From an optimization exercise on the open Yosys and OpenROAD flow, aimed at small area, a short achievable clock period and few clock cycles; shortcuts taken in it are not production practice.
RTL that was checked went through simulation tests only; none was proved equivalent to the original.
No activity file was given, so power comes from the tool's default toggle rates.

## P
==> flow/design.v (excerpt) <==
module cpu_system(
    input          clk,
    input          reset,
    output         imem_read,
    output [5:0]   imem_addr,
    input  [127:0] imem_rdata,
    input          imem_busywait,
    output         dmem_read,
    output         dmem_write,
    output [5:0]   dmem_addr,
    output [31:0]  dmem_wdata,
    input  [31:0]  dmem_rdata,
    input          dmem_busywait,
    output         ret_valid,
    output [31:0]  ret_pc,
    output         ret_rf_we,
    output [2:0]   ret_rf_waddr,
    output [7:0]   ret_rf_wdata
);
    localparam OP_LOADI = 4'd0,  OP_ADD = 4'd1,  OP_SUB = 4'd2,  OP_OR  = 4'd3,
               OP_AND   = 4'd4,  OP_J   = 4'd5,  OP_BEQ = 4'd6,  OP_BNE = 4'd7,
               OP_LSL   = 4'd8,  OP_LSR = 4'd9,  OP_ASR = 4'd10, OP_ROR = 4'd11,
               OP_LWI   = 4'd12, OP_LWD = 4'd13, OP_SWI = 4'd14, OP_SWD = 4'd15;
    function [15:0] compress(input [31:0] ins, input [7:0] pclo);
        reg [4:0] op;
        reg [2:0] rd, rs, rt, hi, lo;
        reg [7:0] tgt;
        begin
            op  = ins[28:24];
            rd  = ins[18:16];
            rs  = ins[10:8];
            rt  = ins[2:0];
            tgt = pclo + 8'd1 + ins[23:16];
            hi  = (rs > rt) ? rs : rt;
            lo  = (rs > rt) ? rt : rs;
            case (op)
                5'd0:  compress = {1'b0, OP_OR,  rd, 2'b00, rt, rt};
                5'd1:  compress = {1'b0, OP_LOADI, rd, ins[7:0]};
                5'd2:  compress = {1'b0, OP_ADD, rd, 2'b00, rs, rt};
                5'd3:  compress = {1'b0, OP_SUB, rd, 2'b00, rs, rt};
                5'd4:  compress = {1'b0, OP_OR,  rd, 2'b00, rs, rt};
  ...
export LEC_CHECK = 0
export CAP_MARGIN = 20
export CORE_MARGIN = 2
export CORE_UTILIZATION = 40
export SETUP_SLACK_MARGIN = 5
export SLEW_MARGIN = 20
create_clock -name core_clock -period 10.0 [get_ports {clk}]
run.sh (not shown) runs the stock make flow with config.mk's settings and CLKGATE_MAP_FILE= SYNTH_SCRIPT=/design/flow/synth_recipe.tcl, a recipe that flattens the netlist after the stock synthesis.
Testbench counts of P, summed over its fixed seeds: cycles 139,270.
Changes in Q relative to P:
--- a/flow/config.mk
+++ b/flow/config.mk
@@ -7,2 +7,3 @@
 export LEC_CHECK = 0
+export ABC_CLOCK_PERIOD_IN_PS = 4000
 export CAP_MARGIN = 20
--- outcome ---
Diff Q..P | non-clock buffer contribution to total cell area | unchanged. Summary of Q over P: multi-input combinational cell count essentially unchanged, deepest clock path buffer count essentially unchanged, power density relative to cell area essentially unchanged. Diff Q..P | via count | unchanged. Comparing P against Q, there is no change at all in count of clock-buffer cells in the layout.
What R does differently from Q at the input level:
==> flow/flow/run.sh (new file) <==
#!/bin/bash
# Standard layout, with timing repair aiming further below the clock period.
set -euo pipefail
bash standard.sh SETUP_SLACK_MARGIN=7 finish > standard_flow.log 2>&1
==> flow/standard.sh (new file) <==
#!/bin/bash
# synth_recipe.tcl (not shown) runs the flow's synth.tcl, then flattens the netlist and writes it again
# the make line also repeats each setting of config.mk as NAME=value (left out here)
make -C /OpenROAD-flow-scripts/flow DESIGN_CONFIG=/design/flow/config.mk WORK_HOME=/design/flow/orfs CLKGATE_MAP_FILE= SYNTH_SCRIPT=/design/flow/synth_recipe.tcl "${@:-finish}"
--- a/flow/config.mk
+++ b/flow/config.mk
@@ -7,3 +7,2 @@
 export LEC_CHECK = 0
-export ABC_CLOCK_PERIOD_IN_PS = 4000
 export CAP_MARGIN = 20
@@ -11,3 +10,2 @@
 export CORE_UTILIZATION = 40
-export SETUP_SLACK_MARGIN = 5
 export SLEW_MARGIN = 20
removed: flow/run.sh
Relative to Q, number of buffers created by CTS increased by about 1.8% in R.
Higher critical path depth was reported by R, not Q.
Post-synthesis to final-layout area growth up 25 points in R wrt Q
Power share of the clock group in R vs Q: down 1.1 points
Final number of setup-violating endpoints came out exactly the same in R and Q.
From Q to R the numbers moved as follows: area taken by flip-flops and latches level, non-clock buffer count in the final layout moved up, post-cts gate resize count moved up.
R against Q: internal power of the cells moved up; share of final layout cell area taken by non-clock buffers increased by 10 points relative to the old numbers.


== old ==
Another version of the RTL of cpu_system (not shown whole).
For scale: about 1,100 flip-flops, roughly 0.051 mm² of cells after synthesis.
clock: 10.0 ns
lec_check: 0
cap_margin: 20
core_margin: 2
core_utilization: 40
slew_margin: 20
standard.sh (not shown) runs the stock make flow with config.mk's settings and CLKGATE_MAP_FILE= SYNTH_SCRIPT=/design/flow/synth_recipe.tcl, a recipe that flattens the netlist after the stock synthesis.
==> flow/flow/run.sh <==
#!/bin/bash
# The standard layout (the standard.sh), with timing repair aiming below
# the clock period. The whole make output goes to standard_flow.log here; each
# tool's own log is under orfs/logs/.
set -euo pipefail
bash standard.sh SETUP_SLACK_MARGIN=6.5 TNS_END_PERCENT=0 finish > standard_flow.log 2>&1
old ran to completion and came out clean on the timing, design-rule and antenna checks.
Input-level comparison between new and old:
# old
export LEC_CHECK = 0
export CAP_MARGIN = 20
export CORE_MARGIN = 2
export CORE_UTILIZATION = 40
export SLEW_MARGIN = 20
create_clock -name core_clock -period 10.0 [get_ports {clk}]
# new
export LEC_CHECK = 0
export CAP_MARGIN = 20
export CORE_MARGIN = 2
export CORE_UTILIZATION = 55
export CTS_BUF_LIST = sky130_fd_sc_hd__clkbuf_8
export SLEW_MARGIN = 20
create_clock -name core_clock -period 10.0 [get_ports {clk}]
==> flow/flow/run.sh <==
#!/bin/bash
# The standard layout (the standard.sh), with timing repair aiming below
# the clock period, and plain buffers on the ports. The whole make output goes
# to standard_flow.log here; each tool's own log is under orfs/logs/.
set -euo pipefail
bash standard.sh SETUP_SLACK_MARGIN=6.5 TNS_END_PERCENT=0 "BUFFER_PORTS_ARGS=-buffer_cell sky130_fd_sc_hd__buf_2" finish > standard_flow.log 2>&1
Findings:
On post-route worst setup slack: between old and new, it ends up higher for new. new: design internal power about 7.5% below old. Comparing old and new, the lower net total in the final layout is on old. The lower total number of placement rows came out of new. new ended up with a lower clock network fraction of total power than old did. Going from old to new, global-route usage went up by 8.1 points, via count of the first global-routing pass shows an increase of 2,039. Leakage power figure delta (old -> new): insignificant. Detail-routed net length per standard cell came out higher on new than on old. Portion of the clock cycle consumed by the worst path in the final layout, old and new: higher on old. old was larger in final cell area than new.
Function was not checked in any run of this note: the RTL went through the layout flow alone.

[port drivers added, routing unchanged]
The flow's constraints put no driver on any port. The routed layouts listed below were extracted and timed again, unchanged, in two steps. Step 1 (the two cells are an assumption about what drives the block):
set clk [get_ports {clk}]
set_driving_cell -lib_cell sky130_fd_sc_hd__clkbuf_16 $clk
set_driving_cell -lib_cell sky130_fd_sc_hd__buf_2 [delete_from_list [all_inputs] $clk]
Step 2, shift: input delay + t, output delay - t, t = (earliest + latest rising clock arrival at the registers) / 2. This alone moves slack from input paths to output paths. a / b / c = no drivers / after step 1 / after step 2; a / b = the first two.
run	shift t [ns]	setup WS [ns]	worst setup path at the end	slew at the worst register clock pin (ns)
P	0.784	5.052 / 5.052 / 4.525	input to register	0.07 / 0.07
Q	0.784	5.052 / 5.052 / 4.525	input to register	0.07 / 0.07
R	0.799	5.507 / 5.507 / 5.507	register to register	0.07 / 0.07
old	0.818	5.919 / 5.919 / 5.197	input to register	0.07 / 0.07
new	0.929	6.039 / 6.039 / 5.163	input to register	0.07 / 0.07
After both steps every run listed still meets setup and hold. For new, which loses most, drivers alone change the setup slack by 0.000 ns; drivers and shift together by -0.876 ns.
